Source: an optimization exercise on an open RTL-to-GDS flow (aim: small area). Production flows keep margins and buffers that such runs may drop. Only simulation tests tie the RTL to the original design; equivalence was not proved. Power is estimated from default activity; no workload was simulated.

**design/flow/design.v**
```verilog
module crossroad_pattern (
    input  wire [9:0] x,
    input  wire [9:0] y,
    input  wire       video_on,
    input  wire [2:0] light_ns,
    input  wire [2:0] light_ew,
    input  wire [7:0] pip_cam_r,
    input  wire [7:0] pip_cam_g,
    input  wire [7:0] pip_cam_b,
    input  wire       pip_cam_valid,
    input  wire [1:0] pip_zoom,
    input  wire [3:0] ns_tens,
    input  wire [3:0] ns_ones,
    input  wire [3:0] ew_tens,
    input  wire [3:0] ew_ones,
    input  wire [3:0] mode_num,
    input  wire [9:0] car_n_y,
    input  wire [9:0] car_s_y,
    input  wire [9:0] car_w_x,
    input  wire [9:0] car_e_x,
    input  wire       viol_n,
    input  wire       viol_s,
    input  wire       viol_w,
    input  wire       viol_e,
    input  wire [7:0] anim,
    input  wire [7:0] boom_amp,
    output reg  [7:0] r,
    output reg  [7:0] g,
    output reg  [7:0] b
);
    function lt_c;
        input [9:0] v;
        input [9:0] c;
        integer i;
        reg res;
        begin
            res = 1'b0;
            for (i = 0; i < 10; i = i + 1)
                res = c[i] ? (~v[i] | res) : (~v[i] & res);
            lt_c = res;
        end
    endfunction
    function in_r;
        input [9:0] v;
        input [9:0] lo;
        input [9:0] hi;
        begin
            in_r = ~lt_c(v, lo) & lt_c(v, hi);
        end
    endfunction
    function [11:0] radd;
        input [11:0] a;
        input [11:0] b;
        input        cin;
        integer i;
        reg c;
        begin
            c = cin;
            for (i = 0; i < 12; i = i + 1) begin
                radd[i] = a[i] ^ b[i] ^ c;
                c = (a[i] & b[i]) | (c & (a[i] ^ b[i]));
            end
        end
    endfunction
    function addz;
        input [5:0] a;
        input [5:0] b;
        input integer n;
        integer i;
        reg res;
        begin
            res = ~(a[0] ^ b[0]);
            for (i = 1; i < n; i = i + 1)
                res = res & ((a[i] ^ b[i]) == (a[i-1] | b[i-1]));
            addz = res;
        end
    endfunction
    function [6:0] seg7;
        input [3:0] d;
        begin
            case (d)
                4'd0: seg7 = 7'b1111110;
                4'd1: seg7 = 7'b0110000;
                4'd2: seg7 = 7'b1101101;
                4'd3: seg7 = 7'b1111001;
                4'd4: seg7 = 7'b0110011;
                4'd5: seg7 = 7'b1011011;
                4'd6: seg7 = 7'b1011111;
                4'd7: seg7 = 7'b1110000;
                4'd8: seg7 = 7'b1111111;
                4'd9: seg7 = 7'b1111011;
                default: seg7 = 7'b0000000;
            endcase
        end
    endfunction
    function [1:0] mod3;
        input [8:0] v;
        integer i;
        reg [1:0] m;
        begin
            m = 2'd0;
            for (i = 8; i >= 0; i = i - 1)
                case ({m, v[i]})
                    3'b000: m = 2'd0;
                    3'b001: m = 2'd1;
                    3'b010: m = 2'd2;
                    3'b011: m = 2'd0;
                    3'b100: m = 2'd1;
                    3'b101: m = 2'd2;
                    default: m = 2'd0;
                endcase
            mod3 = m;
        end
    endfunction
    wire gx   = addz({1'b0, x[4:0]}, {1'b0, anim[4:0]}, 5);
    wire gy   = addz({1'b0, y[4:0]}, {1'b0, anim[4:0]}, 5);
    wire gd   = addz(x[5:0] ^ y[5:0], anim[5:0], 6);
    wire grid = gx | gy;
    wire x_in  = lt_c(x, 10'd640);
    wire y_in  = lt_c(y, 10'd480);
    wire vroad = in_r(x, 10'd260, 10'd380);
    wire hroad = in_r(y, 10'd180, 10'd300);
    wire road  = vroad | hroad;
    wire vsw_l = in_r(x, 10'd244, 10'd260);
    wire vsw_r = in_r(x, 10'd380, 10'd396);
    wire hsw_t = in_r(y, 10'd164, 10'd180);
    wire hsw_b = in_r(y, 10'd300, 10'd316);
    wire sidewalk = ((vsw_l | vsw_r) & y_in) | ((hsw_t | hsw_b) & x_in);
    reg zx, zy;
    integer t;
    always @* begin
        zx = 1'b0;
        zy = 1'b0;
        for (t = 0; t < 10; t = t + 1) begin
            if (in_r(x, 260 + 12*t, 266 + 12*t)) zx = 1'b1;
            if (in_r(y, 180 + 12*t, 186 + 12*t)) zy = 1'b1;
        end
    end
    wire zebra = (zx & (hsw_t | hsw_b)) | ((vsw_l | vsw_r) & zy);
    wire cline = (in_r(x, 10'd318, 10'd322) & y_in) | (in_r(y, 10'd238, 10'd242) & x_in);
    wire [2:0] gl    = anim[7] ? ~anim[6:4] : anim[6:4];
    wire [4:0] tp2   = anim[7] ? ~anim[6:2] : anim[6:2];
    wire [11:0] g2w  = radd({7'd0, tp2}, {7'd0, boom_amp[7:3]}, 1'b0);
    wire [5:0] glow2 = g2w[5:0];
    wire [4:0] h1    = glow2[5:1];
    wire [3:0] h2    = glow2[5:2];
    wire [11:0] h12w = radd({7'd0, h1}, {8'd0, h2}, 1'b0);
    wire [11:0] hr_r_w  = radd({7'd0, h1}, 12'd54, 1'b0);
    wire [11:0] hr_y_w  = radd({8'd0, h2}, 12'd42, 1'b0);
    wire [11:0] hr_yc_w = radd({8'd0, h2}, 12'd38, 1'b0);
    wire [11:0] hr_ry_w = radd(h12w, 12'd72, 1'b0);
    wire [11:0] hg_yc_w = radd(radd({8'd0, h2}, {9'd0, gl}, 1'b0), 12'd198, 1'b0);
    wire [7:0] hr_r  = hr_r_w[7:0];
    wire [7:0] hr_y  = hr_y_w[7:0];
    wire [7:0] hr_yc = hr_yc_w[7:0];
    wire [7:0] hr_ry = hr_ry_w[7:0];
    wire [7:0] hg_yc = hg_yc_w[7:0];
    wire lane_n = in_r(x, 10'd284, 10'd296);
    wire lane_s = in_r(x, 10'd344, 10'd356);
    wire lane_w = in_r(y, 10'd204, 10'd216);
    wire lane_e = in_r(y, 10'd264, 10'd276);
    wire [9:0]  cv = lane_s ? car_s_y : car_n_y;
    wire [9:0]  ch = lane_e ? car_e_x : car_w_x;
    wire [11:0] dv = radd({2'b0, y}, {2'b11, ~cv}, 1'b1);
    wire [11:0] dh = radd({2'b0, x}, {2'b11, ~ch}, 1'b1);
    wire v_in = (dv[11:5] == 7'd0) & lt_c({5'd0, dv[4:0]}, 10'd20) & lt_c(cv, 10'd1004);
    wire h_in = (dh[11:5] == 7'd0) & lt_c({5'd0, dh[4:0]}, 10'd20) & lt_c(ch, 10'd1004);
    wire car_n = lane_n & v_in;
    wire car_s = lane_s & v_in;
    wire car_w = lane_w & h_in;
    wire car_e = lane_e & h_in;
    wire n_front = lt_c({5'd0, dv[4:0]}, 10'd6);
    wire n_back  = ~lt_c({5'd0, dv[4:0]}, 10'd13) & (lt_c(x, 10'd286) | ~lt_c(x, 10'd294));
    wire s_back  = ~lt_c({5'd0, dv[4:0]}, 10'd14);
    wire s_front = lt_c({5'd0, dv[4:0]}, 10'd7) & (lt_c(x, 10'd346) | ~lt_c(x, 10'd354));
    wire w_front = lt_c({5'd0, dh[4:0]}, 10'd6);
    wire w_back  = ~lt_c({5'd0, dh[4:0]}, 10'd13) & (lt_c(y, 10'd206) | ~lt_c(y, 10'd214));
    wire e_back  = ~lt_c({5'd0, dh[4:0]}, 10'd14);
    wire e_front = lt_c({5'd0, dh[4:0]}, 10'd7) & (lt_c(y, 10'd266) | ~lt_c(y, 10'd274));
    wire hn_y = in_r(y, 10'd147, 10'd163) | in_r(y, 10'd317, 10'd333);
    wire hw_x = in_r(x, 10'd227, 10'd243) | in_r(x, 10'd397, 10'd413);
    wire halo_r = (light_ns[2] & hn_y & in_r(x, 10'd302, 10'd318)) |
                  (light_ew[2] & hw_x & in_r(y, 10'd222, 10'd238));
    wire halo_y = (light_ns[1] & hn_y & in_r(x, 10'd312, 10'd328)) |
                  (light_ew[1] & hw_x & in_r(y, 10'd232, 10'd248));
    wire halo_g = (light_ns[0] & hn_y & in_r(x, 10'd322, 10'd338)) |
                  (light_ew[0] & hw_x & in_r(y, 10'd242, 10'd258));
    wire house = ((in_r(y, 10'd150, 10'd160) | in_r(y, 10'd320, 10'd330)) & in_r(x, 10'd305, 10'd335)) |
                 ((in_r(x, 10'd230, 10'd240) | in_r(x, 10'd400, 10'd410)) & in_r(y, 10'd225, 10'd255));
    wire ln_y = in_r(y, 10'd151, 10'd159) | in_r(y, 10'd321, 10'd329);
    wire lw_x = in_r(x, 10'd231, 10'd239) | in_r(x, 10'd401, 10'd409);
    wire lamp_r = (light_ns[2] & ln_y & in_r(x, 10'd306, 10'd314)) | (light_ew[2] & lw_x & in_r(y, 10'd226, 10'd234));
    wire lamp_y = (light_ns[1] & ln_y & in_r(x, 10'd316, 10'd324)) | (light_ew[1] & lw_x & in_r(y, 10'd236, 10'd244));
    wire lamp_g = (light_ns[0] & ln_y & in_r(x, 10'd326, 10'd334)) | (light_ew[0] & lw_x & in_r(y, 10'd246, 10'd254));
    wire hud    = in_r(x, 10'd500, 10'd640) & lt_c(y, 10'd150);
    wire border = (x == 10'd500) | (x == 10'd639) | (y == 10'd0) | (y == 10'd149);
    wire hl     = addz({2'b0, x[3:0]}, {2'b0, anim[3:0]}, 4) | addz({2'b0, y[3:0]}, {2'b0, anim[3:0]}, 4);
    wire [11:0] ysum = radd({4'd0, y[7:0]}, {4'd0, anim}, 1'b0);
    wire scan   = ~ysum[0] & (mod3(ysum[8:0]) == 2'd0);
    wire band   = gy;
    wire yb1 = ~lt_c(y, 10'd46);
    wire yb2 = ~lt_c(y, 10'd84);
    wire yb3 = ~lt_c(y, 10'd122);
    wire [1:0] rr = yb3 ? 2'd3 : yb2 ? 2'd2 : yb1 ? 2'd1 : 2'd0;
    reg  [5:0] ky;
    always @* begin
        case (rr)
            2'd0: ky = 6'd56;
            2'd1: ky = 6'd18;
            2'd2: ky = 6'd44;
            default: ky = 6'd6;
        endcase
    end
    wire [11:0] lyw = radd({6'd0, y[5:0]}, {6'd0, ky}, 1'b0);
    wire [5:0]  ly  = lyw[5:0];
    wire xb1 = ~lt_c(x, 10'd545);
    wire xb2 = ~lt_c(x, 10'd563);
    wire xb3 = ~lt_c(x, 10'd581);
    wire xb4 = ~lt_c(x, 10'd599);
    wire [2:0] cc = xb4 ? 3'd4 : xb3 ? 3'd3 : xb2 ? 3'd2 : xb1 ? 3'd1 : 3'd0;
    reg  [5:0] kx;
    always @* begin
        case (cc)
            3'd0: kx = 6'd49;
            3'd1: kx = 6'd31;
            3'd2: kx = 6'd13;
            3'd3: kx = 6'd59;
            default: kx = 6'd41;
        endcase
    end
    wire [11:0] lxw = radd({6'd0, x[5:0]}, {6'd0, kx}, 1'b0);
    wire [5:0]  lx  = lxw[5:0];
    wire gvalid = lt_c({4'd0, ly}, 10'd22) & lt_c({4'd0, lx}, 10'd14);
    wire [3:0] rs;
    wire [4:0] cs;
    assign rs[0] = (rr == 2'd0);
    assign rs[1] = (rr == 2'd1);
    assign rs[2] = (rr == 2'd2);
    assign rs[3] = (rr == 2'd3);
    assign cs[0] = (cc == 3'd0);
    assign cs[1] = (cc == 3'd1);
    assign cs[2] = (cc == 3'd2);
    assign cs[3] = (cc == 3'd3);
    assign cs[4] = (cc == 3'd4);
    wire ya = lt_c({4'd0, ly}, 10'd4);
    wire yb = lt_c({4'd0, ly}, 10'd12);
    wire yc = ~lt_c({4'd0, ly}, 10'd10);
    wire yd = ~lt_c({4'd0, ly}, 10'd18);
    wire yg = in_r({4'd0, ly}, 10'd8, 10'd14);
    wire xl = lt_c({4'd0, lx}, 10'd4);
    wire xr = ~lt_c({4'd0, lx}, 10'd10);
    wire xf = 1'b1;
    wire colon_x = in_r({4'd0, lx}, 10'd5, 10'd9);
    wire colon_y = in_r({4'd0, ly}, 10'd5, 10'd9) | in_r({4'd0, ly}, 10'd12, 10'd16);
    wire mode_ok = (mode_num == 4'd1) | (mode_num == 4'd2) | (mode_num == 4'd3) | (mode_num == 4'd4);
    reg  [3:0] dsel;
    reg  [6:0] pat;
    always @* begin
        dsel = 4'd15;
        if (rs[0] & cs[3]) dsel = ns_tens;
        if (rs[0] & cs[4]) dsel = ns_ones;
        if (rs[1] & cs[3]) dsel = ew_tens;
        if (rs[1] & cs[4]) dsel = ew_ones;
        if (rs[2] & cs[4]) dsel = mode_ok ? mode_num : 4'd15;
        pat = seg7(dsel);
        if ((rs[0] | rs[3]) & cs[0]) pat = 7'b1110110;
        if ((rs[0] | rs[3]) & cs[1]) pat = 7'b1011011;
        if (rs[1] & cs[0])           pat = 7'b1001111;
        if (rs[1] & cs[1])           pat = 7'b0111011;
        if (rs[3] & cs[3])           pat = 7'b0111011;
        if (rs[3] & cs[4])           pat = 7'b1001111;
    end
    wire seg_on = |(pat & {ya & xf, xr & yb, xr & yc, yd & xf, xl & yc, xl & yb, yg & xf});
    wire colon_sel = ((rs[0] | rs[1]) & cs[2]) | (rs[2] & cs[3]);
    wire colon_on  = colon_sel & colon_x & colon_y;
    wire [2:0] kk = lx[3:1];
    wire [3:0] jj = ly[4:1];
    wire d_area = in_r({4'd0, lx}, 10'd2, 10'd12) & in_r({4'd0, ly}, 10'd4, 10'd18);
    wire d_top  = (jj == 4'd2);
    wire d_bot  = (jj == 4'd8);
    wire d_e0   = (kk == 3'd1);
    wire d_e4   = (kk == 3'd5);
    wire d_mid  = (kk == 3'd2) | (kk == 3'd3) | (kk == 3'd4);
    wire d_m = d_e0 | d_e4 | d_top | ((jj == 4'd4) & ((kk == 3'd2) | (kk == 3'd4))) | ((jj == 4'd5) & (kk == 3'd3));
    wire d_o = ((d_e0 | d_e4) & ~d_top & ~d_bot) | ((d_top | d_bot) & d_mid);
    wire d_d = ((d_top | d_bot) & ~d_e4) | (~d_top & ~d_bot & (d_e0 | d_e4));
    wire dot_on = d_area & ((cs[0] & d_m) | (cs[1] & d_o) | (cs[2] & d_d));
    reg viol_sel;
    always @* begin
        viol_sel = 1'b0;
        if (cs[0]) viol_sel = viol_n;
        if (cs[1]) viol_sel = viol_s;
        if (cs[3]) viol_sel = viol_w;
        if (cs[4]) viol_sel = viol_e;
    end
    reg pip_x, pip_y, pip_bx, pip_by;
    always @* begin
        case (pip_zoom)
            2'd0: begin pip_x = ~lt_c(x, 10'd512); pip_y = ~lt_c(y, 10'd352); pip_bx = (x == 10'd512); pip_by = (y == 10'd352); end
            2'd1: begin pip_x = ~lt_c(x, 10'd572); pip_y = ~lt_c(y, 10'd412); pip_bx = (x == 10'd572); pip_by = (y == 10'd412); end
            2'd2: begin pip_x = ~lt_c(x, 10'd602); pip_y = ~lt_c(y, 10'd442); pip_bx = (x == 10'd602); pip_by = (y == 10'd442); end
            default: begin pip_x = ~lt_c(x, 10'd617); pip_y = ~lt_c(y, 10'd457); pip_bx = (x == 10'd617); pip_by = (y == 10'd457); end
        endcase
    end
    wire pip = pip_x & lt_c(x, 10'd632) & pip_y & lt_c(y, 10'd472);
    wire pip_border = pip_bx | (x == 10'd631) | pip_by | (y == 10'd471);
    wire [11:0] xo = radd({2'b0, x}, 12'hEC0, 1'b0);
    wire [11:0] yo = radd({2'b0, y}, 12'hF10, 1'b0);
    wire sx = xo[10];
    wire sy = yo[10];
    wire [9:0] ax = xo[9:0] ^ {10{sx}};
    wire [9:0] ay = yo[9:0] ^ {10{sy}};
    wire [11:0] dsum = radd({2'b0, ax}, {2'b0, ay}, sx);
    wire [11:0] u1 = radd(dsum, {3'b111, ~anim, 1'b1}, sy);
    wire [11:0] u  = radd(u1, 12'd4, 1'b0);
    wire ring = (u[11:3] == 9'd0) & (u[2:0] != 3'd7);
    wire [11:0] bb_r = radd({4'd0, boom_amp}, {5'd0, boom_amp[7:1]}, 1'b0);
    wire [11:0] bb_g = radd({6'd0, boom_amp[7:2]}, {7'd0, boom_amp[7:3]}, 1'b0);
    reg [7:0] r1, g1, b1;
    reg [11:0] rs_sum, gs_sum, bs_sum, bt;
    always @* begin
        r1 = grid ? 8'd16 : 8'd6;
        g1 = grid ? 8'd28 : 8'd10;
        b1 = grid ? (gd ? 8'd58 : 8'd48) : (gd ? 8'd28 : 8'd18);
        if (sidewalk) begin r1 = 8'd70; g1 = 8'd80; b1 = 8'd95; end
        if (road)     begin r1 = 8'd24; g1 = 8'd24; b1 = 8'd26; end
        if (zebra)    begin r1 = 8'd235; g1 = 8'd240; b1 = 8'd255; end
        if (cline)    begin r1 = 8'd20; g1 = {5'b10110, 3'b100} + gl; b1 = 8'd200 + gl; end
        if (car_n) begin
            r1 = 8'd40; g1 = 8'd90; b1 = 8'd220;
            if (n_front) begin r1 = 8'd170; g1 = 8'd230; b1 = 8'd255; end
            if (n_back)  begin r1 = 8'd20; g1 = 8'd20; b1 = 8'd20; end
        end
        if (car_s) begin
            r1 = 8'd200; g1 = 8'd60; b1 = 8'd220;
            if (s_back)  begin r1 = 8'd255; g1 = 8'd210; b1 = 8'd255; end
            if (s_front) begin r1 = 8'd20; g1 = 8'd20; b1 = 8'd20; end
        end
        if (car_w) begin
            r1 = 8'd240; g1 = 8'd120; b1 = 8'd30;
            if (w_front) begin r1 = 8'd255; g1 = 8'd230; b1 = 8'd180; end
            if (w_back)  begin r1 = 8'd20; g1 = 8'd20; b1 = 8'd20; end
        end
        if (car_e) begin
            r1 = 8'd60; g1 = 8'd220; b1 = 8'd160;
            if (e_back)  begin r1 = 8'd200; g1 = 8'd255; b1 = 8'd230; end
            if (e_front) begin r1 = 8'd20; g1 = 8'd20; b1 = 8'd20; end
        end
        if (halo_r | halo_y | halo_g) begin
            if (halo_r & halo_y)  r1 = hr_ry;
            else if (halo_r)      r1 = hr_r;
            else if (halo_y)      r1 = cline ? hr_yc : hr_y;
            if (halo_g & halo_y)  g1 = hr_ry;
            else if (halo_g)      g1 = hr_r;
            else if (halo_y)      g1 = cline ? hg_yc : hr_y;
        end
        if (house)  begin r1 = 8'd28;  g1 = 8'd28;  b1 = 8'd30; end
        if (lamp_r) begin r1 = 8'd255; g1 = 8'd20;  b1 = 8'd20; end
        if (lamp_y) begin r1 = 8'd255; g1 = 8'd230; b1 = 8'd40; end
        if (lamp_g) begin r1 = 8'd30;  g1 = 8'd255; b1 = 8'd80; end
        if (hud) begin
            case ({border & hl, border, scan, band})
                4'b0000: begin r1 = 8'd16;  g1 = 8'd18;  b1 = 8'd22;  end
                4'b0001: begin r1 = 8'd34;  g1 = 8'd43;  b1 = 8'd57;  end
                4'b0010: begin r1 = 8'd26;  g1 = 8'd32;  b1 = 8'd44;  end
                4'b0011: begin r1 = 8'd44;  g1 = 8'd57;  b1 = 8'd79;  end
                4'b0100: begin r1 = 8'd60;  g1 = 8'd70;  b1 = 8'd90;  end
                4'b0101: begin r1 = 8'd78;  g1 = 8'd95;  b1 = 8'd125; end
                4'b0110: begin r1 = 8'd70;  g1 = 8'd84;  b1 = 8'd112; end
                4'b0111: begin r1 = 8'd88;  g1 = 8'd109; b1 = 8'd147; end
                4'b1100: begin r1 = 8'd100; g1 = 8'd110; b1 = 8'd150; end
                4'b1101: begin r1 = 8'd118; g1 = 8'd135; b1 = 8'd185; end
                4'b1110: begin r1 = 8'd110; g1 = 8'd124; b1 = 8'd172; end
                default: begin r1 = 8'd128; g1 = 8'd149; b1 = 8'd207; end
            endcase
            if (gvalid & (seg_on | colon_on | (dot_on & rs[2]))) begin
                if (rs[3]) begin
                    if (viol_sel) begin r1 = 8'd255; g1 = 8'd40;  b1 = 8'd40;  end
                    else          begin r1 = 8'd170; g1 = 8'd180; b1 = 8'd200; end
                end else if (rs[2] & cs[4]) begin
                    r1 = 8'd255; g1 = 8'd120; b1 = 8'd140;
                end else begin
                    r1 = 8'd220; g1 = 8'd235; b1 = 8'd255;
                end
            end
        end
        if (pip) begin
            if (pip_border)         begin r1 = 8'd60; g1 = 8'd80; b1 = 8'd110; end
            else if (pip_cam_valid) begin r1 = pip_cam_r; g1 = pip_cam_g; b1 = pip_cam_b; end
            else                    begin r1 = 8'd12; g1 = 8'd18; b1 = 8'd26; end
        end
        rs_sum = radd({4'd0, r1}, road ? (ring ? bb_r : {4'd0, boom_amp}) : (ring ? {5'd0, boom_amp[7:1]} : 12'd0), 1'b0);
        gs_sum = radd({4'd0, g1}, road ? (ring ? bb_g : {6'd0, boom_amp[7:2]}) : (ring ? {7'd0, boom_amp[7:3]} : 12'd0), 1'b0);
        bt     = radd({4'd0, b1}, ~(road ? {7'd0, boom_amp[7:3]} : 12'd0), 1'b1);
        if (bt[11]) bt = 12'd0;
        bs_sum = radd(bt, (ring ? {6'd0, boom_amp[7:2]} : 12'd0), 1'b0);
        r = (rs_sum[9:8] != 2'b0) ? 8'hFF : rs_sum[7:0];
        g = (gs_sum[9:8] != 2'b0) ? 8'hFF : gs_sum[7:0];
        b = (bs_sum[9:8] != 2'b0) ? 8'hFF : bs_sum[7:0];
        if (!video_on) begin r = 8'd0; g = 8'd0; b = 8'd0; end
    end
endmodule
module crossroad_pixel_pipe (
    input  wire       clk,
    input  wire [9:0] x,
    input  wire [9:0] y,
    input  wire       video_on,
    input  wire [2:0] light_ns,
    input  wire [2:0] light_ew,
    input  wire [7:0] pip_cam_r,
    input  wire [7:0] pip_cam_g,
    input  wire [7:0] pip_cam_b,
    input  wire       pip_cam_valid,
    input  wire [1:0] pip_zoom,
    input  wire [3:0] ns_tens,
    input  wire [3:0] ns_ones,
    input  wire [3:0] ew_tens,
    input  wire [3:0] ew_ones,
    input  wire [3:0] mode_num,
    input  wire [9:0] car_n_y,
    input  wire [9:0] car_s_y,
    input  wire [9:0] car_w_x,
    input  wire [9:0] car_e_x,
    input  wire       viol_n,
    input  wire       viol_s,
    input  wire       viol_w,
    input  wire       viol_e,
    input  wire [7:0] anim,
    input  wire [7:0] boom_amp,
    output reg  [7:0] r,
    output reg  [7:0] g,
    output reg  [7:0] b
);
    wire [7:0] r_c, g_c, b_c;
    crossroad_pattern u_pattern (
        .x            (x),
        .y            (y),
        .video_on     (video_on),
        .light_ns     (light_ns),
        .light_ew     (light_ew),
        .pip_cam_r    (pip_cam_r),
        .pip_cam_g    (pip_cam_g),
        .pip_cam_b    (pip_cam_b),
        .pip_cam_valid(pip_cam_valid),
        .pip_zoom     (pip_zoom),
        .ns_tens      (ns_tens),
        .ns_ones      (ns_ones),
        .ew_tens      (ew_tens),
        .ew_ones      (ew_ones),
        .mode_num     (mode_num),
        .car_n_y      (car_n_y),
        .car_s_y      (car_s_y),
        .car_w_x      (car_w_x),
        .car_e_x      (car_e_x),
        .viol_n       (viol_n),
        .viol_s       (viol_s),
        .viol_w       (viol_w),
        .viol_e       (viol_e),
        .anim         (anim),
        .boom_amp     (boom_amp),
        .r            (r_c),
        .g            (g_c),
        .b            (b_c)
    );
    reg [7:0] r_q, g_q, b_q;
    always @(posedge clk) begin
        r_q <= r_c;
        g_q <= g_c;
        b_q <= b_c;
        r   <= r_q;
        g   <= g_q;
        b   <= b_q;
    end
endmodule
```
**design/flow/flow/run.sh**
```bash
#!/bin/bash
# Layout flow: the standard synthesis, then the combinational logic
# re-mapped for area by ABC (flip-flops kept as they are), then the
# standard floorplan / place / CTS / route with the smallest buffer on
# the ports.
set -euo pipefail
R=orfs/results/sky130hd/crossroad_pixel_pipe/base
LIB=$FLOW_HOME/platforms/sky130hd/lib/sky130_fd_sc_hd__tt_025C_1v80.lib

# 1. standard synthesis
bash standard.sh ADDER_MAP_FILE= synth > 1_standard_synth.log 2>&1

# 2. area re-mapping of the combinational logic
cp $R/1_2_yosys.v $R/1_2_yosys_standard.v
REOPT_IN=$R/1_2_yosys_standard.v REOPT_OUT=$R/1_2_yosys_reopt.v REOPT_LIB=$LIB \
REOPT_SCRIPT=flow/reopt.abc yosys -c flow/reopt.tcl > 2_reopt.log 2>&1
cp $R/1_2_yosys_reopt.v $R/1_2_yosys.v
rm -f $R/1_synth.odb $R/1_synth.sdc

# 3. layout
bash standard.sh "BUFFER_PORTS_ARGS=-buffer_cell sky130_fd_sc_hd__buf_1" finish > 3_standard_layout.log 2>&1
```
**design/flow/flow/reopt.abc**
```
strash
ifraig
scorr
dc2
strash
&get -n
&deepsyn -T 120
&put
dch -f
amap
topo
```
**design/flow/flow/reopt.tcl**
```tcl
# Re-map the combinational logic of a mapped sky130hd netlist for area.
# Flip-flops are kept as they are (same instances and names).
# env: REOPT_IN, REOPT_OUT, REOPT_LIB, REOPT_SCRIPT
yosys -import
set lib $::env(REOPT_LIB)
read_liberty -overwrite -ignore_miss_func -setattr liberty_cell $lib
read_verilog -defer $::env(REOPT_IN)
hierarchy -top crossroad_pixel_pipe
# keep sequential cells as black boxes
foreach m [list sky130_fd_sc_hd__dfxtp_1 sky130_fd_sc_hd__dfxtp_2 sky130_fd_sc_hd__dfxtp_4] {
  catch {setattr -mod -set keep_hierarchy 1 $m}
}
flatten
foreach m [list sky130_fd_sc_hd__dfxtp_1 sky130_fd_sc_hd__dfxtp_2 sky130_fd_sc_hd__dfxtp_4] {
  catch {blackbox $m}
}
opt_clean -purge
techmap
opt -fast
set du_args {}
foreach c {sky130_fd_sc_hd__lpflow_bleeder_1 sky130_fd_sc_hd__lpflow_clkbufkapwr_1 sky130_fd_sc_hd__lpflow_clkbufkapwr_16 sky130_fd_sc_hd__lpflow_clkbufkapwr_2 sky130_fd_sc_hd__lpflow_clkbufkapwr_4 sky130_fd_sc_hd__lpflow_clkbufkapwr_8 sky130_fd_sc_hd__lpflow_clkinvkapwr_1 sky130_fd_sc_hd__lpflow_clkinvkapwr_16 sky130_fd_sc_hd__lpflow_clkinvkapwr_2 sky130_fd_sc_hd__lpflow_clkinvkapwr_4 sky130_fd_sc_hd__lpflow_clkinvkapwr_8 sky130_fd_sc_hd__lpflow_decapkapwr_12 sky130_fd_sc_hd__lpflow_decapkapwr_3 sky130_fd_sc_hd__lpflow_decapkapwr_4 sky130_fd_sc_hd__lpflow_decapkapwr_6 sky130_fd_sc_hd__lpflow_decapkapwr_8 sky130_fd_sc_hd__lpflow_inputiso0n_1 sky130_fd_sc_hd__lpflow_inputiso0p_1 sky130_fd_sc_hd__lpflow_inputiso1n_1 sky130_fd_sc_hd__lpflow_inputiso1p_1 sky130_fd_sc_hd__lpflow_inputisolatch_1 sky130_fd_sc_hd__lpflow_isobufsrc_1 sky130_fd_sc_hd__lpflow_isobufsrc_16 sky130_fd_sc_hd__lpflow_isobufsrc_2 sky130_fd_sc_hd__lpflow_isobufsrc_4 sky130_fd_sc_hd__lpflow_isobufsrc_8 sky130_fd_sc_hd__lpflow_isobufsrckapwr_16 sky130_fd_sc_hd__lpflow_lsbuf_lh_hl_isowell_tap_1 sky130_fd_sc_hd__lpflow_lsbuf_lh_hl_isowell_tap_2 sky130_fd_sc_hd__lpflow_lsbuf_lh_hl_isowell_tap_4 sky130_fd_sc_hd__lpflow_lsbuf_lh_isowell_4 sky130_fd_sc_hd__lpflow_lsbuf_lh_isowell_tap_1 sky130_fd_sc_hd__lpflow_lsbuf_lh_isowell_tap_2 sky130_fd_sc_hd__lpflow_lsbuf_lh_isowell_tap_4 sky130_fd_sc_hd__probe_p_8 sky130_fd_sc_hd__probec_p_8} {
  lappend du_args -dont_use $c
}
abc -liberty $lib {*}$du_args -script $::env(REOPT_SCRIPT)
opt_clean -purge
hilomap -singleton -hicell sky130_fd_sc_hd__conb_1 HI -locell sky130_fd_sc_hd__conb_1 LO
splitnets
opt_clean -purge
stat -liberty $lib
write_verilog -noattr -noexpr -nohex -nodec $::env(REOPT_OUT)
```
**design/flow/standard.sh**
```bash
#!/bin/bash
# synth_recipe.tcl (not shown) runs the flow's synth.tcl, then flattens the netlist and writes it again
# the make line also repeats each setting of config.mk as NAME=value (left out here)
make -C /OpenROAD-flow-scripts/flow DESIGN_CONFIG=/design/flow/config.mk WORK_HOME=/design/flow/orfs CLKGATE_MAP_FILE= SYNTH_SCRIPT=/design/flow/synth_recipe.tcl "${@:-finish}"
```
**design/flow/config.mk**
```make
export PLATFORM = sky130hd
export DESIGN_NAME = crossroad_pixel_pipe
export DESIGN_NICKNAME = crossroad_pixel_pipe
export VERILOG_FILES = /design/flow/design.v
export SDC_FILE = /design/flow/constraint.sdc
export NUM_CORES = 4
export LEC_CHECK = 0
export ABC_AREA = 1
export CAP_MARGIN = 20
export CORE_MARGIN = 2
export CORE_UTILIZATION = 45
export SLEW_MARGIN = 20
```
**design/flow/constraint.sdc**
```tcl
create_clock -name core_clock -period 40.0 [get_ports {clk}]
set_input_delay 8.0000 -clock core_clock [delete_from_list [all_inputs] [get_ports {clk}]]
set_output_delay 8.0000 -clock core_clock [all_outputs]
set_load 0.01 [all_outputs]
```
==> results.sh, run 1 <==
export IMPL_status="finished clean"
export IMPL_setup_violations=0
export IMPL_layout_commonest_cell="nor2_1"
export IMPL_leakage_nw=3.34
export IMPL_coreArea_mm2=0.0180
export IMPL_cts_hold_buf=0
export IMPL_cts_path_max_buffers=2
export IMPL_root_buffer="clkbuf_16"
export IMPL_dp_hpwl_mm=31.1
export IMPL_cts_buffers=5
export IMPL_layout_common_cells="nor2_1, o21ai_0, clkinv_1, buf_1, nand2_1"
export IMPL_vias_per_cell=6.32
export IMPL_crit_fanout=15
export IMPL_antenna_found_initial=0
export IMPL_clk_pin_slew_ns=0.06
export IMPL_maxSlewHeadroom_pct=12.9
export IMPL_setup_tns_ns=0
export IMPL_grt_pass1_wl_mm=57.2
export IMPL_intPower_uw=139
export IMPL_path_buf_inv=5
export IMPL_p_seq_share_pct=22.3
export IMPL_vias=12291
export IMPL_path_class="input port to flip-flop"
export IMPL_switching_share_pct=46.0
export IMPL_end_kind="flip-flop"
export IMPL_clk_latency_ns=0.28
export IMPL_yosysWarnings=2
export IMPL_crit_path_frequent_cell="nor2_1"
export IMPL_synth_area_per_cell_um2=5.43
export IMPL_post_cts_setup_buffers=0
export IMPL_slowest_stage="nor4_1"
export IMPL_nets=1851
export IMPL_arrival_ns=19.29
export IMPL_cts_htree_levels=2
export IMPL_power_uw=257
export IMPL_slew_violations=0
export IMPL_ir_drop_mv=0.0421
export IMPL_synth_area_mm2=0.00829
export IMPL_gp_congestion=1.08
export IMPL_drt_initial_drc_count=1662
export IMPL_drive_gt1_share_pct=1.86
export IMPL_grt_max_degree=24
export IMPL_row_count=49
export IMPL_drt_drc_violations_left=0
export IMPL_final_min_clock_period_ns=19.15
export IMPL_place_ws_ns=20.63
export IMPL_regArea_um2=961
export IMPL_final_antenna_net_count=0
export IMPL_num_fill_cells=2006
export IMPL_initial_core_util_pct=46.0
export IMPL_cp_slowest_stage_delay_ns=0.81
export IMPL_first_pass_iters=7
export IMPL_cts_repair_resized=0
export IMPL_dieArea_mm2=0.0195
export IMPL_tightest_slew_ns=1.29
export IMPL_cp_start_kind="input port"
export IMPL_synth_cells=1528
export IMPL_fin_ws_ns=20.85
export IMPL_pwr_share_clk_pct=20.4
export IMPL_multi_input_area_mm2=0.00671
export IMPL_utilization_pct=53.0
export IMPL_fp_dieW_um=140
export IMPL_io_pins=159
export IMPL_synth_nets=1663
export IMPL_cellPowerDensity_mw_per_mm2=26.9
export IMPL_drt_wl_total_mm=37.6
export IMPL_clock_sinks=48
export IMPL_required_ns=40.14
export IMPL_skew_ns=0.00332
export IMPL_period_share_pct=47.9
export IMPL_combinationalPowerShare_pct=57.4
export IMPL_grt_overflow=0
export IMPL_fmax_mhz=52.2
export IMPL_diodes=0
export IMPL_hold_violations=0
export IMPL_grt_usage_pct=36.3
export IMPL_grt_pass1_vias=10802
export IMPL_syn_to_final_growth_pct=15.2
export IMPL_drv_cap=0
export IMPL_reg2reg_slack_ns=39.58
export IMPL_switchingPower_uw=118
export IMPL_wl_per_cell_um=19.3
export IMPL_crit_family="simple AND/OR/NAND/NOR gates"
export IMPL_io_buffers=158
export IMPL_rsz0062_at_grt="no"
export IMPL_tritoncts="built"
export IMPL_hold_class="flip-flop to flip-flop"
export IMPL_die_h_um=140
power groups by stage:
stage          sequential [mW]  combinational (mW)  clock, mW
4_1_cts                 0.0573               0.142     0.0534
3_5_place_dp            0.0583               0.141          0
6_report                0.0571               0.147     0.0523
5_1_grt                 0.0577               0.162     0.0550
2_1_floorplan           0.0600              0.0953          0
3_3_place_gp            0.0581               0.141          0
final timing paths:
check	start	to	cells after the start
worst max-delay path	x[4]	b_q[4]$_SDFF_PN0_	50
worst min-delay path	g_q[6]$_SDFF_PN0_	g[6]$_DFF_P_	0
worst max register to register	b_q[5]$_SDFF_PN0_	b[5]$_DFF_P_	0
worst min register to register	g_q[6]$_SDFF_PN0_	g[6]$_DFF_P_	0
stage by stage:
stage	instances	cell area [um2]	hold WS, ns
floorplan	1528	8290	0.310
global placement	1938	9350	0.311
detailed placement	1938	9350	0.312
CTS	1946	9540	0.322
global route	1946	9550	0.327
finish	1946	9550	0.321
per-layer routing:
layer  part of all wire [%]  up-vias  GRT usage, %
met3                     13      142          8.64
met4                    4.3        0          13.1
met2                     41      854          54.9
li1                       -     5970             -
met5                      0        -             0
met1                     42     5325          50.3
sequential cells by signal (all words and copies together) (netlist names):
register and flops:
r 8, g_q 8, g 8, b 8, r_q 8, b_q 8
final cells by class:
| cell class | instances | area share [%] |
|---|---|---|
| multi-input cells | 1311 | 70.3 |
| flip-flops and latches | 48 | 10.1 |
| repair buffers | 181 | 8.02 |
| clock inverters | 3 | 0.720 |
| clock buffers | 5 | 1.31 |
| inverters | 169 | 6.64 |
| well taps | 229 | 3.00 |
==> inputs of run 2 (changes only) <==
--- a/design/flow/config.mk
+++ b/design/flow/config.mk
@@ -6,7 +6,9 @@
 export NUM_CORES = 4
 export LEC_CHECK = 0
 export ABC_AREA = 1
-export CAP_MARGIN = 20
+export CAP_MARGIN = 5
 export CORE_MARGIN = 2
-export CORE_UTILIZATION = 45
-export SLEW_MARGIN = 20
+export CORE_UTILIZATION = 50
+export CTS_BUF_LIST = sky130_fd_sc_hd__clkbuf_4 sky130_fd_sc_hd__clkbuf_8
+export GPL_TIMING_DRIVEN = 0
+export SLEW_MARGIN = 5
==> run 2 against run 1 <==
Against the previous run:
- clock power fell by 22%
- cell area fell by 2.1%
- cell count fell by 1.4%
- combinational power barely moved
- utilization rose by 4.0 points
- sequential share of layout area rose by 0.21 points
- maximum frequency fell by 2.8%
- largest cell class unchanged
- largest power group unchanged
==> results.sh, run 2 <==
export IMPL_setup_violations=0
export IMPL_hold_end="g[2]$_DFF_P_"
export IMPL_vias_per_cell=6.45
export IMPL_hp_start="g_q[2]$_SDFF_PN0_"
export IMPL_coreArea_mm2=0.0164
export IMPL_reg2reg_slack_ns=39.58
export IMPL_layout_commonest_cell="nor2_1"
export IMPL_path_class="input port to flip-flop"
export IMPL_vias=12363
export IMPL_gp_congestion=1.06
export IMPL_cts_repair_resized=0
export IMPL_yosysWarnings=2
export IMPL_grt_max_degree=24
export IMPL_arrival_ns=19.92
export IMPL_period_share_pct=49.3
export IMPL_clock_sinks=48
export IMPL_place_area_mm2=0.00920
export IMPL_io_pins=159
export IMPL_drt_drc_violations_left=0
export IMPL_layout_common_cells="nor2_1, o21ai_0, clkinv_1, buf_1, nand2_1"
export IMPL_cp_startpoint="y[4]"
export IMPL_row_count=47
export IMPL_grt_usage_pct=39.6
export IMPL_cts_path_max_buffers=2
export IMPL_synth_cells=1528
export IMPL_end_kind="flip-flop"
export IMPL_maxSlewHeadroom_pct=7.39
export IMPL_slowest_stage="nor3b_1"
export IMPL_antenna_found_initial=0
export IMPL_utilization_pct=57.0
export IMPL_root_buffer="clkbuf_8"
export IMPL_syn_to_final_growth_pct=12.8
export IMPL_initial_core_util_pct=50.5
export IMPL_diodes=0
export IMPL_leakage_nw=3.22
export IMPL_cts_htree_levels=2
export IMPL_tritoncts="built"
export IMPL_wl_per_cell_um=19.0
export IMPL_crit_fanout=17
export IMPL_reg2reg_to="b[6]$_DFF_P_"
export IMPL_design_area_mm2=0.00936
export IMPL_synth_area_per_cell_um2=5.43
export IMPL_cp_slowest_stage_delay_ns=1.08
export IMPL_dp_hpwl_mm=30.0
export IMPL_synth_nets=1663
export IMPL_cts_buffers=5
export IMPL_clk_latency_ns=0.30
export IMPL_slew_violations=0
export IMPL_r2r_start="b_q[6]$_SDFF_PN0_"
export IMPL_holdPathStages=0
export IMPL_required_ns=40.21
export IMPL_crit_path_frequent_cell="nor2_1"
export IMPL_drt_initial_drc_count=1459
export IMPL_die_h_um=133
export IMPL_r2r_worst_path_cells=0
export IMPL_grt_pass1_wl_mm=55.7
export IMPL_cp_start_kind="input port"
export IMPL_ir_drop_mv=0.0316
export IMPL_final_antenna_net_count=0
export IMPL_nets=1832
export IMPL_fp_dieW_um=133
export IMPL_cts_hold_buf=0
export IMPL_grt_pass1_vias=10718
export IMPL_status="finished clean"
export IMPL_hold_violations=0
export IMPL_fmax_mhz=50.8
export IMPL_dieArea_mm2=0.0176
export IMPL_cellPowerDensity_mw_per_mm2=25.9
export IMPL_grt_overflow=0
export IMPL_drt_wl_total_mm=36.5
export IMPL_drive_gt1_share_pct=1.00
export IMPL_hold_class="flip-flop to flip-flop"
export IMPL_drv_cap=0
export IMPL_tightest_slew_ns=1.39
export IMPL_final_min_clock_period_ns=19.70
export IMPL_first_pass_iters=6
export IMPL_clk_pin_slew_ns=0.09
export IMPL_rsz0062_at_grt="no"
export IMPL_skew_ns=0.00715
export IMPL_post_cts_setup_buffers=0
export IMPL_synth_area_mm2=0.00829
export IMPL_io_buffers=158
export IMPL_setup_tns_ns=0
run 2: critical path, delay by kind of cell:
family / cells / cell delay (ns)
simple gates: 28 / 5.38
buf+inv: 6 / 2.48
compound gates: 15 / 4.02
run 2: power by group:
group	internal, mW	switching [mW]
clock	0.0251	0.0155
sequential	0.0554	0.00161
combinational	0.0460	0.0987
total	0.126	0.116
run 2: stage by stage:
step	setup WS, ns	hold WS (ns)	power [mW]	instances
after floorplan	23.59	0.310	0.155	1528
after global placement	19.62	0.310	0.194	1906
after detailed placement	20.66	0.312	0.197	1909
after CTS	20.94	0.330	0.238	1917
after global routing	19.37	0.335	0.260	1918
final	20.30	0.331	0.242	1918
run 2: final cells by class:
class                   count  area (um2)
clock inverters             3        68.8
flip-flops and latches     48         961
fillers                  1814        7050
clock buffers               5        68.8
repair buffers            162         623
inverters                 169         634
well taps                 220         275
multi-input cells        1311        6730
run 2: how the worst max path moves through the flow:
stage | end | cells past startpoint
after floorplan | b_q[0]$_SDFF_PN0_ | 49
after global placement | b_q[3]$_SDFF_PN0_ | 49
after detailed placement | b_q[3]$_SDFF_PN0_ | 49
after CTS | b_q[5]$_SDFF_PN0_ | 49
after global routing | r_q[2]$_SDFF_PN0_ | 63
final | b_q[3]$_SDFF_PN0_ | 49
run 2: per-layer routing:
layer / vias to the layer above / wire, um / track usage (%)
li1: 5936 / - / -
met1: 5465 / 14800 / 53.6
met2: 831 / 15100 / 60.7
met3: 131 / 5040 / 9.50
met4: 0 / 1580 / 15.5
met5: - / 0 / 0
==> inputs of run 3 (changes only) <==
==> design/flow/flow/run.sh (replaced) <==
#!/bin/bash
# Layout flow: the standard synthesis (without the adder cell mapping),
# then the combinational logic re-mapped for area by ABC with a few
# scripts (flip-flops kept as they are; the smallest result is used),
# then the standard floorplan / place / CTS / route with the smallest
# buffer on the ports.
set -euo pipefail
R=orfs/results/sky130hd/crossroad_pixel_pipe/base
LIB=$FLOW_HOME/platforms/sky130hd/lib/sky130_fd_sc_hd__tt_025C_1v80.lib

# 1. standard synthesis
bash standard.sh ADDER_MAP_FILE= synth > 1_standard_synth.log 2>&1

# 2. area re-mapping of the combinational logic
cp $R/1_2_yosys.v $R/1_2_yosys_standard.v
for s in a b c; do
  REOPT_IN=$R/1_2_yosys_standard.v REOPT_OUT=$R/1_2_yosys_reopt_$s.v REOPT_LIB=$LIB \
  REOPT_SCRIPT=flow/reopt_$s.abc yosys -c flow/reopt.tcl > 2_reopt_$s.log 2>&1 &
done
wait
best=""; best_area=""
for s in a b c; do
  a=$(grep "Chip area" 2_reopt_$s.log | tail -1 | awk '{print $NF}')
  echo "script $s: $a" >> 2_reopt_choice.log
  if [[ -n "$a" && -s $R/1_2_yosys_reopt_$s.v ]]; then
    if [[ -z "$best" ]] || awk -v x="$a" -v y="$best_area" 'BEGIN{exit !(x<y)}'; then
      best=$s; best_area=$a
    fi
  fi
done
echo "chosen: $best ($best_area)" >> 2_reopt_choice.log
cp $R/1_2_yosys_reopt_$best.v $R/1_2_yosys.v
rm -f $R/1_synth.odb $R/1_synth.sdc

# 3. layout
bash standard.sh "BUFFER_PORTS_ARGS=-buffer_cell sky130_fd_sc_hd__buf_1" finish > 3_standard_layout.log 2>&1
==> design/flow/flow/reopt_a.abc (new file) <==
strash
ifraig
scorr
dc2
strash
&get -n
&deepsyn -T 120
&put
dch -f
amap
topo
==> design/flow/flow/reopt_b.abc (new file) <==
strash
ifraig
scorr
dc2
strash
&get -n
&deepsyn -T 120
&put
dch -f
amap
strash
dch -f
amap
topo
==> design/flow/flow/reopt_c.abc (new file) <==
strash
ifraig
scorr
dc2
strash
&get -n
&deepsyn -T 120
&put
dch -f
amap -m
topo
removed: design/flow/flow/reopt.abc
==> run 3 against run 2 <==
Against the previous run:
- still clean
- sequential cell count is the same
- non-clock buffer count grew 1
- utilization grew 1.2 points
- hold slack gained 0.0015 ns
- clock-buffer cell count is the same
- sequential power is essentially flat
- register-to-register slack is essentially flat
- largest power group unchanged
==> results.sh, run 3 <==
export IMPL_ir_drop_mv=0.0246
export IMPL_timing_hold_ws_ns=0.332
export IMPL_hold_class="flip-flop to flip-flop"
export IMPL_synth_area_per_cell_um2=5.36
export IMPL_drive_gt1_share_pct=1.05
export IMPL_rsz0062_at_grt="no"
export IMPL_setup_violations=0
export IMPL_final_min_clock_period_ns=19.26
export IMPL_wl_per_cell_um=19.3
export IMPL_syn_to_final_growth_pct=12.9
export IMPL_grt_max_degree=25
export IMPL_root_buffer="clkbuf_8"
export IMPL_coreArea_mm2=0.0160
export IMPL_hp_start="b_q[1]$_SDFF_PN0_"
export IMPL_multi_input_area_mm2=0.00669
export IMPL_arrival_ns=19.45
export IMPL_grt_overflow=0
export IMPL_drv_cap=0
export IMPL_row_count=46
export IMPL_cts_repair_resized=0
export IMPL_drt_wl_total_mm=37.2
export IMPL_clk_latency_ns=0.31
export IMPL_r2r_worst_path_cells=0
export IMPL_period_share_pct=48.1
export IMPL_die_h_um=132
export IMPL_reg2reg_slack_ns=39.59
export IMPL_tritoncts="built"
export IMPL_utilization_pct=58.2
export IMPL_io_pins=159
export IMPL_hold_violations=0
export IMPL_antenna_found_initial=0
export IMPL_cp_startpoint="y[4]"
export IMPL_cts_buffers=5
export IMPL_gp_congestion=1.04
export IMPL_setup_tns_ns=0
export IMPL_slowest_stage="clkinv_1"
export IMPL_r2r_start="g_q[2]$_SDFF_PN0_"
export IMPL_grt_usage_pct=40.3
export IMPL_layout_common_cells="nor2_1, o21ai_0, clkinv_1, buf_1, nand2_1"
export IMPL_io_buffers=158
export IMPL_cts_hold_buf=0
export IMPL_cp_start_kind="input port"
export IMPL_synth_nets=1672
export IMPL_crit_path_frequent_cell="nor2_1"
export IMPL_initial_core_util_pct=51.5
export IMPL_tightest_slew_ns=1.30
export IMPL_leakage_nw=3.19
export IMPL_path_class="input port to flip-flop"
export IMPL_layout_commonest_cell="nor2_1"
export IMPL_grt_pass1_vias=10854
export IMPL_synth_cells=1537
export IMPL_hold_end="b[1]$_DFF_P_"
export IMPL_maxSlewHeadroom_pct=13.4
export IMPL_skew_ns=0.000818
export IMPL_dieArea_mm2=0.0175
export IMPL_drt_drc_violations_left=0
export IMPL_drt_initial_drc_count=1961
export IMPL_slew_violations=0
export IMPL_design_area_mm2=0.00931
export IMPL_vias_per_cell=6.51
export IMPL_regArea_um2=961
export IMPL_first_pass_iters=6
export IMPL_holdPathStages=0
export IMPL_cp_slowest_stage_delay_ns=0.72
export IMPL_nets=1842
export IMPL_diodes=0
export IMPL_clock_sinks=48
export IMPL_vias=12512
export IMPL_final_antenna_net_count=0
export IMPL_dp_hpwl_mm=30.0
export IMPL_grt_pass1_wl_mm=56.9
export IMPL_num_fill_cells=1726
export IMPL_end_kind="flip-flop"
export IMPL_required_ns=40.19
export IMPL_fmax_mhz=51.9
export IMPL_reg2reg_to="g[2]$_DFF_P_"
export IMPL_synth_area_mm2=0.00825
export IMPL_cts_path_max_buffers=2
export IMPL_yosysWarnings=2
export IMPL_crit_fanout=17
export IMPL_clk_pin_slew_ns=0.08
export IMPL_cellPowerDensity_mw_per_mm2=26.1
export IMPL_post_cts_setup_buffers=0
export IMPL_status="finished clean"
export IMPL_fp_dieW_um=132
export IMPL_cts_htree_levels=2
export IMPL_place_area_mm2=0.00917
==> run 3: worst max-delay path by stage <==
| stage | end | slack, ns |
|---|---|---|
| after floorplan | b_q[0]$_SDFF_PN0_ | 23.83 |
| after global placement | b_q[3]$_SDFF_PN0_ | 19.92 |
| after detailed placement | r_q[2]$_SDFF_PN0_ | 21.04 |
| after CTS | r_q[1]$_SDFF_PN0_ | 21.31 |
| after global routing | r_q[1]$_SDFF_PN0_ | 19.69 |
| final | r_q[1]$_SDFF_PN0_ | 20.74 |
==> run 3: through the flow <==
stage / setup WS, ns / power, mW / instances
finish: 20.74 / 0.243 / 1923
global route: 19.69 / 0.260 / 1923
CTS: 21.31 / 0.237 / 1922
detailed placement: 21.04 / 0.196 / 1915
global placement: 19.92 / 0.193 / 1911
floorplan: 23.83 / 0.155 / 1537
==> run 3: power breakdown <==
group	internal, mW	leakage, nW	switching, mW	total [mW]
Sequential	0.0554	0.397	0.00185	0.0573
Clock	0.0246	0.0642	0.0167	0.0413
Combinational	0.0455	2.73	0.0992	0.145
==> run 3: worst max-delay path: cells and delay by family <==
kind            cells  cell delay, ns
buf+inv             5            1.99
compound gates     26            5.48
simple gates       28            3.94
==> run 3: cell type report <==
cell class	instances	share of cell area (%)
Multi-Input combinational cell	1322	71.9
Sequential cell	48	10.3
Timing Repair Buffer	163	6.75
Inverter	167	6.73
Tap cell	216	2.90
Clock buffer	5	0.739
Clock inverter	2	0.645
==> run 3: metal layers <==
layer	GRT usage, %	up-vias	wire length (um)
li1	-	5928	-
met3	10.8	112	5510
met2	60.9	911	15200
met1	56.4	5559	15300
met4	10.7	2	1140
met5	2.22	-	42

[port drivers added, routing unchanged]
The results above use ideal ports. As a check the final layouts listed here were re-extracted and re-timed, cells and wires unchanged.
Step 1: set_driving_cell puts a clkbuf_16 on clk and a buf_2 on each other input, an assumption about the parent block.
Step 2 adds t to the input delays and takes it off the output delays; t is the mean of the earliest and latest rising clock arrival at the registers after step 1. Input paths then give back, and output paths get back, about the clock's delay inside the block.
Slacks: ideal ports / drivers / drivers and shift; pairs: ideal ports / drivers.
| run | shift t [ns] | setup slack, ns | worst data-port slew with drivers (ns) |
|---|---|---|---|
| run 1 | 0.308 | 20.847 / 20.849 / 20.540 | 0.04 |
| run 2 | 0.319 | 20.296 / 20.292 / 19.973 | 0.05 |
| run 3 | 0.339 | 20.741 / 20.744 / 20.405 | 0.04 |
After both steps every run listed still meets setup and hold. For run 3, which loses most, drivers alone change the setup slack by +0.003 ns; drivers and shift together by -0.336 ns.
